This is an optimization exercise on Yosys and OpenROAD, whose aim is small area, a short achievable clock period and few clock cycles, not a production implementation.
The RTL was checked by simulation tests, not by an equivalence proof against the original design.

rev 12:
==> flow/design.v <==
module fadder(
  input [WIDTH-1 : 0] a,
  input [WIDTH - 1 : 0] b,
  input sub_enable,
  input carry_in,
  output [WIDTH - 1 : 0] res,
  output carry_out);
  parameter WIDTH = 8;
  wire [WIDTH - 1 : 0] carry;
  wire [WIDTH - 1 : 0] b_in;
  assign carry_out = carry[WIDTH-1];
  assign b_in = sub_enable ? ~(b) : b;
  genvar i;
  generate
    for (i = 0; i < WIDTH; i = i + 1) begin
      if (i == 0) begin
        assign res[i] = (a[i] ^ b_in[i]) ^ carry_in;
        assign carry[i] = ((a[i] ^ b_in[i]) & carry_in) | (a[i] & b_in[i]);
      end else begin
        assign res[i] = (a[i] ^ b_in[i]) ^ carry[i-1];
        assign carry[i] = ((a[i] ^ b_in[i]) & carry[i-1]) | (a[i] & b_in[i]);
      end
    end
  endgenerate
endmodule
module shl8(
  input [7 : 0] a,
  input [2 : 0] shift,
  output [7 : 0] res,
  output carry);
  assign {carry, res} = (shift == 3'b000) ? {1'b0, a} :
                        (shift == 3'b001) ? {a[7 : 0], {1'b0}}:
                        (shift == 3'b010) ? {a[6 : 0], {2'b0}}:
                        (shift == 3'b011) ? {a[5 : 0], {3'b0}}:
                        (shift == 3'b100) ? {a[4 : 0], {4'b0}}:
                        (shift == 3'b101) ? {a[3 : 0], {5'b0}}:
                        (shift == 3'b110) ? {a[2 : 0], {6'b0}}:
                        {a[1 : 0], {7'b0}};
endmodule
module mul4x4(
  input [3 : 0] a,
  input [3 : 0] b,
  output [7 : 0] res);
  wire [2 : 0] shift_carry, sum_carry;
  wire [7 : 0] a0, a1, a2, a3, sum0, sum1;
  assign a0 = {4'b0, b[0] ? a : {3'b0}};
  shl8 shifta1(
    .a({4'b0, b[1] ? a : {3'b0}}),
    .shift(3'b001),
    .res(a1),
    .carry(shift_carry[0]));
  shl8 shifta2(
    .a({4'b0, b[2] ? a : {3'b0}}),
    .shift(3'b010),
    .res(a2),
    .carry(shift_carry[1]));
  shl8 shifta3(
    .a({4'b0, b[3] ? a : {3'b0}}),
    .shift(3'b011),
    .res(a3),
    .carry(shift_carry[2]));
  fadder #(.WIDTH(8)) adder1(
    .a(a0),
    .b(a1),
    .sub_enable(1'b0),
    .carry_in(1'b0),
    .res(sum0),
    .carry_out(sum_carry[0]));
  fadder #(.WIDTH(8)) adder2(
    .a(sum0),
    .b(a2),
    .sub_enable(1'b0),
    .carry_in(1'b0),
    .res(sum1),
    .carry_out(sum_carry[1]));
  fadder #(.WIDTH(8)) adder3(
    .a(sum1),
    .b(a3),
    .sub_enable(1'b0),
    .carry_in(1'b0),
    .res(res),
    .carry_out(sum_carry[2]));
endmodule
module alu(
  input [WIDTH-1 : 0] a,
  input [WIDTH-1 : 0] b,
  input mul_enable,
  input sub_enable,
  input shift_enable,
  input [2 : 0] shift_pos,
  output [WIDTH-1 : 0] result,
  output carry_out);
  parameter WIDTH = 8;
  wire [WIDTH-1 : 0] adder_res;
  wire adder_carry;
  wire [7 : 0] shift_res;
  wire shift_carry;
  wire [7: 0] mul_res;
  assign result = (mul_enable) ? mul_res :
                  (shift_enable) ? shift_res :
                  (adder_res);
  assign carry_out = (shift_enable) ? shift_carry :
                     adder_carry;
  fadder #(.WIDTH(WIDTH)) ripple_adder(
    .a(a),
    .b(b),
    .sub_enable(sub_enable),
    .carry_in(sub_enable),
    .res(adder_res),
    .carry_out(adder_carry));
  shl8 left_shift(
    .a(a),
    .shift(shift_pos),
    .res(shift_res),
    .carry(shift_carry));
  mul4x4 multiply(a[3:0], a[7:4], mul_res);
endmodule
module pcounter(
  input rst,
  input clk,
  input enable,
  input jump,
  input out_enable,
  input [ADDRESS_WIDTH-1 : 0] bus_in,
  output [ADDRESS_WIDTH-1 : 0] bus_out);
  parameter ADDRESS_WIDTH = 4;
  reg [ADDRESS_WIDTH-1 : 0] counter;
  assign bus_out = (out_enable) ? counter : 0;
  always @(posedge clk) begin
    if (rst) begin
      counter <= 0;
    end else begin
      if (enable) begin
        counter <= counter + 1;
      end else if (jump) begin
        counter <= bus_in;
      end
    end
  end
endmodule
module ram(
  input clk,
  input enable,
  input write_enable,
  input [WIDTH-1 : 0] addr,
  input [WIDTH-1 : 0] data_in,
  output [WIDTH-1 : 0] data_out);
  parameter ADDRESS_WIDTH = 4;
  parameter WIDTH = 8;
  parameter MEMORY_SIZE = 1 << ADDRESS_WIDTH;
  reg [WIDTH-1 : 0] mem [0 : MEMORY_SIZE-1];
  assign data_out = (enable) ? mem[addr] : {WIDTH{1'b0}};
  always @(posedge clk) begin
    if (write_enable) begin
      mem[addr] <= data_in;
    end
  end
endmodule
module cpu(
  input clk,
  input rst,                 
  input prog_we,             
  input [3 : 0] prog_addr,   
  input [7 : 0] prog_data,   
  input out_ready,           
  output out_valid,          
  output [7 : 0] out_data,   
  output halted);            
  localparam NOP = 4'h0, LDA = 4'h1, ADD = 4'h2, SUB = 4'h3, STA = 4'h4,
             OUT = 4'h5, JMP = 4'h6, LDI = 4'h7, JC = 4'h8, SHLA = 4'h9,
             MULA = 4'ha;
  reg [7 : 0] mem [0 : 15];
  reg [7 : 0] ir;
  reg [15 : 0] xs;
  reg [15 : 0] ps;
  reg [7 : 0] reg_a;
  reg [7 : 0] reg_b;
  reg carry;
  reg rs;
  reg w0;
  reg valid_q;
  reg halted_q;
  wire [3 : 0] op = ir[7 : 4];
  wire [3 : 0] x = ir[3 : 0];
  wire is_sta = (op == STA);
  wire is_out = (op == OUT);
  wire is_jmp = (op == JMP);
  wire is_jc = (op == JC);
  wire is_hlt = (op > MULA);
  assign halted = halted_q;
  assign out_valid = valid_q;
  assign out_data = reg_a;
  reg [7 : 0] rd_x;
  reg [7 : 0] rd_p;
  integer i;
  always @(*) begin
    rd_x = 8'd0;
    rd_p = 8'd0;
    for (i = 0; i < 16; i = i + 1) begin
      rd_x = rd_x | ({8{xs[i]}} & mem[i]);
      rd_p = rd_p | ({8{ps[i]}} & mem[i]);
    end
  end
  wire cpu_we = is_sta & ~rs;
  wire [15 : 0] pa = 16'd1 << prog_addr;
  wire [7 : 0] wd = prog_we ? prog_data : reg_a;
  always @(posedge clk) begin
    for (i = 0; i < 16; i = i + 1)
      if ((prog_we & pa[i]) | (cpu_we & xs[i]))
        mem[i] <= wd;
  end
  wire [8 : 0] sum = {1'b0, reg_a} + {1'b0, rd_x};
  wire [7 : 0] diff = reg_a - rd_x;
  wire [8 : 0] shl = {1'b0, reg_a} << x[2 : 0];
  wire [7 : 0] prod = reg_a[3 : 0] * reg_a[7 : 4];
  wire [8 : 0] ab = {1'b0, reg_a} + {1'b0, reg_b};
  wire taken = is_jmp | (is_jc & carry);
  wire stall = halted_q | (valid_q & ~out_ready) | (rs & is_sta) | w0;
  wire fwd = is_sta & (|(xs & ps));
  wire [15 : 0] xs_rot = {xs[14 : 0], xs[15]};
  wire [15 : 0] ps_rot = {ps[14 : 0], ps[15]};
  wire [7 : 0] ir_n = fwd ? reg_a : taken ? rd_x : rd_p;
  wire [7 : 0] ir_d = (rst || w0) ? mem[0] : stall ? ir : ir_n;
  always @(posedge clk) begin
    rs <= rst;
    w0 <= rst & prog_we & (prog_addr == 4'd0);
    valid_q <= (ir_d[7 : 4] == OUT) & ~(rst & prog_we & (prog_addr == 4'd0));
    halted_q <= (ir_d[7 : 4] > MULA) & ~(rst & prog_we & (prog_addr == 4'd0));
    ir <= ir_d;
    xs <= (rst || w0) ? (16'd1 << mem[0][3 : 0]) :
          stall ? (16'd1 << ir[3 : 0]) : (16'd1 << ir_n[3 : 0]);
    if (rst)
      ps <= 16'd2;
    else if (!stall)
      ps <= taken ? xs_rot : ps_rot;
  end
  always @(posedge clk) begin
    if (rst) begin
      reg_a <= 8'd0;
      reg_b <= 8'd0;
      carry <= 1'b0;
    end else if (!w0) begin
      case (op)
        LDA: reg_a <= rd_x;
        ADD: begin
          reg_a <= sum[7 : 0];
          reg_b <= rd_x;
          carry <= sum[8];
        end
        SUB: begin
          reg_a <= diff;
          reg_b <= rd_x;
        end
        LDI: reg_a <= {4'd0, x};
        SHLA: begin
          reg_a <= shl[7 : 0];
          carry <= shl[8];
        end
        MULA: begin
          reg_a <= prod;
          carry <= ab[8];
        end
        default: ;
      endcase
    end
  end
endmodule
==> flow/config.mk <==
export PLATFORM = sky130hd
export DESIGN_NAME = cpu
export DESIGN_NICKNAME = cpu
export VERILOG_FILES = /design/flow/design.v
export SDC_FILE = /design/flow/constraint.sdc
export NUM_CORES = 4
export LEC_CHECK = 0
export CAP_MARGIN = 20
export CORE_MARGIN = 2
export CORE_UTILIZATION = 40
export CTS_BUF_LIST = sky130_fd_sc_hd__clkbuf_4 sky130_fd_sc_hd__clkbuf_8
export SETUP_SLACK_MARGIN = 2.0
export SLEW_MARGIN = 20
==> flow/constraint.sdc <==
create_clock -name core_clock -period 5.0 [get_ports {clk}]
set_input_delay 1.0000 -clock core_clock [delete_from_list [all_inputs] [get_ports {clk}]]
set_output_delay 1.0000 -clock core_clock [all_outputs]
set_load 0.01 [all_outputs]
standard.sh (not shown) runs the stock make flow with config.mk's settings and CLKGATE_MAP_FILE= SYNTH_SCRIPT=/design/flow/synth_recipe.tcl, a recipe that flattens the netlist after the stock synthesis.
==> flow/flow/run.sh <==
#!/bin/bash
# Layout flow: the standard flow (standard.sh), with two changes:
#  - ORFS's adder extraction is off (ADDER_MAP_FILE empty), so Yosys and ABC
#    map the adders as plain logic instead of chains of fa/ha cells.  The
#    synthesis script, and so the registers and their names, are the
#    standard ones.
#  - the port buffers that placement inserts on every input and output are
#    buf_4 cells instead of the default clkdlybuf4s50_1 delay cells.
# make's full output goes to flow_make.log in the work folder; each ORFS
# step keeps its own log under orfs/logs.
set -euo pipefail
bash standard.sh ADDER_MAP_FILE= \
  "BUFFER_PORTS_ARGS=-buffer_cell sky130_fd_sc_hd__buf_4" \
  finish > flow_make.log 2>&1
Testbench counts of rev 12, summed over its fixed seeds: cycles 7,420.
[inputs] rev 13 vs rev 12
-- flow/design.v --
<<< rev 12, line 177
  reg [7 : 0] reg_b;
  reg carry;
  reg rs;
  reg w0;
  reg valid_q;
  reg halted_q;
  wire [3 : 0] op = ir[7 : 4];
  wire [3 : 0] x = ir[3 : 0];
>>> rev 13, line 177
  reg [7 : 0] reg_b;
  reg carry;
  wire [3 : 0] op = ir[7 : 4];
  wire [3 : 0] x = ir[3 : 0];
<<< rev 12, line 188
  wire is_jc = (op == JC);
  wire is_hlt = (op > MULA);
  assign halted = halted_q;
  assign out_valid = valid_q;
  assign out_data = reg_a;
  reg [7 : 0] rd_x;
>>> rev 13, line 184
  wire is_jc = (op == JC);
  wire is_hlt = (op > MULA);
  assign halted = is_hlt;
  assign out_valid = is_out;
  assign out_data = reg_a;
  reg [7 : 0] rd_x;
<<< rev 12, line 202
    end
  end
  wire cpu_we = is_sta & ~rs;
  wire [15 : 0] pa = 16'd1 << prog_addr;
  wire [7 : 0] wd = prog_we ? prog_data : reg_a;
  always @(posedge clk) begin
    for (i = 0; i < 16; i = i + 1)
      if ((prog_we & pa[i]) | (cpu_we & xs[i]))
        mem[i] <= wd;
  end
>>> rev 13, line 198
    end
  end
  wire cpu_we = is_sta & ~rst;
  wire [15 : 0] pa = 16'd1 << prog_addr;
  wire [7 : 0] wd = prog_we ? prog_data : reg_a;
  always @(posedge clk) begin
    for (i = 0; i < 16; i = i + 1)
      if (prog_we ? pa[i] : (cpu_we & xs[i]))
        mem[i] <= wd;
  end
<<< rev 12, line 213
  wire [7 : 0] diff = reg_a - rd_x;
  wire [8 : 0] shl = {1'b0, reg_a} << x[2 : 0];
  wire [7 : 0] prod = reg_a[3 : 0] * reg_a[7 : 4];
  wire [8 : 0] ab = {1'b0, reg_a} + {1'b0, reg_b};
  wire taken = is_jmp | (is_jc & carry);
  wire stall = halted_q | (valid_q & ~out_ready) | (rs & is_sta) | w0;
  wire fwd = is_sta & (|(xs & ps));
  wire [15 : 0] xs_rot = {xs[14 : 0], xs[15]};
  wire [15 : 0] ps_rot = {ps[14 : 0], ps[15]};
  wire [7 : 0] ir_n = fwd ? reg_a : taken ? rd_x : rd_p;
  wire [7 : 0] ir_d = (rst || w0) ? mem[0] : stall ? ir : ir_n;
  always @(posedge clk) begin
    rs <= rst;
    w0 <= rst & prog_we & (prog_addr == 4'd0);
    valid_q <= (ir_d[7 : 4] == OUT) & ~(rst & prog_we & (prog_addr == 4'd0));
    halted_q <= (ir_d[7 : 4] > MULA) & ~(rst & prog_we & (prog_addr == 4'd0));
    ir <= ir_d;
    xs <= (rst || w0) ? (16'd1 << mem[0][3 : 0]) :
          stall ? (16'd1 << ir[3 : 0]) : (16'd1 << ir_n[3 : 0]);
    if (rst)
      ps <= 16'd2;
>>> rev 13, line 209
  wire [7 : 0] diff = reg_a - rd_x;
  wire [8 : 0] shl = {1'b0, reg_a} << x[2 : 0];
  wire [3 : 0] lo = reg_a[3 : 0];
  wire [3 : 0] hi = reg_a[7 : 4];
  wire [7 : 0] prod = {4'd0, hi[0] ? lo : 4'd0} + {3'd0, hi[1] ? lo : 4'd0, 1'b0} +
                      {2'd0, hi[2] ? lo : 4'd0, 2'b0} + {1'd0, hi[3] ? lo : 4'd0, 3'b0};
  wire [8 : 0] ab = {1'b0, reg_a} + {1'b0, reg_b};
  wire taken = is_jmp | (is_jc & carry);
  wire stall = is_hlt | (is_out & ~out_ready);
  wire fwd = is_sta & (|(xs & ps));
  wire [7 : 0] ir0 = (prog_we && prog_addr == 4'd0) ? prog_data : mem[0];
  wire [15 : 0] xs_rot = {xs[14 : 0], xs[15]};
  wire [15 : 0] ps_rot = {ps[14 : 0], ps[15]};
  wire [7 : 0] ir_n = rst ? ir0 : fwd ? reg_a : taken ? rd_x : rd_p;
  wire [7 : 0] ir_d = (rst || !stall) ? ir_n : ir;
  always @(posedge clk) begin
    ir <= ir_d;
    xs <= 16'd1 << ir_d[3 : 0];
    if (rst)
      ps <= 16'd2;
<<< rev 12, line 240
      reg_b <= 8'd0;
      carry <= 1'b0;
    end else if (!w0) begin
      case (op)
        LDA: reg_a <= rd_x;
>>> rev 13, line 235
      reg_b <= 8'd0;
      carry <= 1'b0;
    end else begin
      case (op)
        LDA: reg_a <= rd_x;
Notes after the runs:
- Going from rev 12 to rev 13, CTS sink count shrank by a few percent.
- Relative to rev 12, final RePlAce weighted congestion decreased by about 1.5% in rev 13.
- Relative to rev 12, wire length decreased by 4.6% in rev 13.
- Rev 13 ended with less number of nets produced by synthesis than rev 12.
- On number of vias after detailed routing, the higher figure sits with rev 12, not rev 13.
Testbench counts of rev 13, summed over its fixed seeds: cycles 7,409.

==> static timing again, ports no longer ideal <==
Ports are ideal in the flow. The routed layouts listed here were re-timed in OpenROAD.
Step 1 assumes that a clkbuf_16 drives the clock port and a buf_2 every other input.
Step 2 also shifts input and output timing later by t, the mid clock arrival at the registers, as if the neighbouring blocks saw the same clock.
a / b / c = ideal / step 1 / step 2; a / b = the first two.
run | t (ns) | setup WS [ns] | slew at the worst register clock pin (ns) | worst data-port slew with drivers (ns)
rev 12 | 0.510 | 1.817 / 1.817 / 1.817 | 0.11 / 0.11 | 0.04
rev 13 | 0.518 | 1.950 / 1.950 / 1.813 | 0.11 / 0.11 | 0.08
After both steps setup and hold are still met in every run listed. The setup slack of rev 13, which loses most, moves by 0.000 ns with the drivers and by -0.137 ns with both steps.
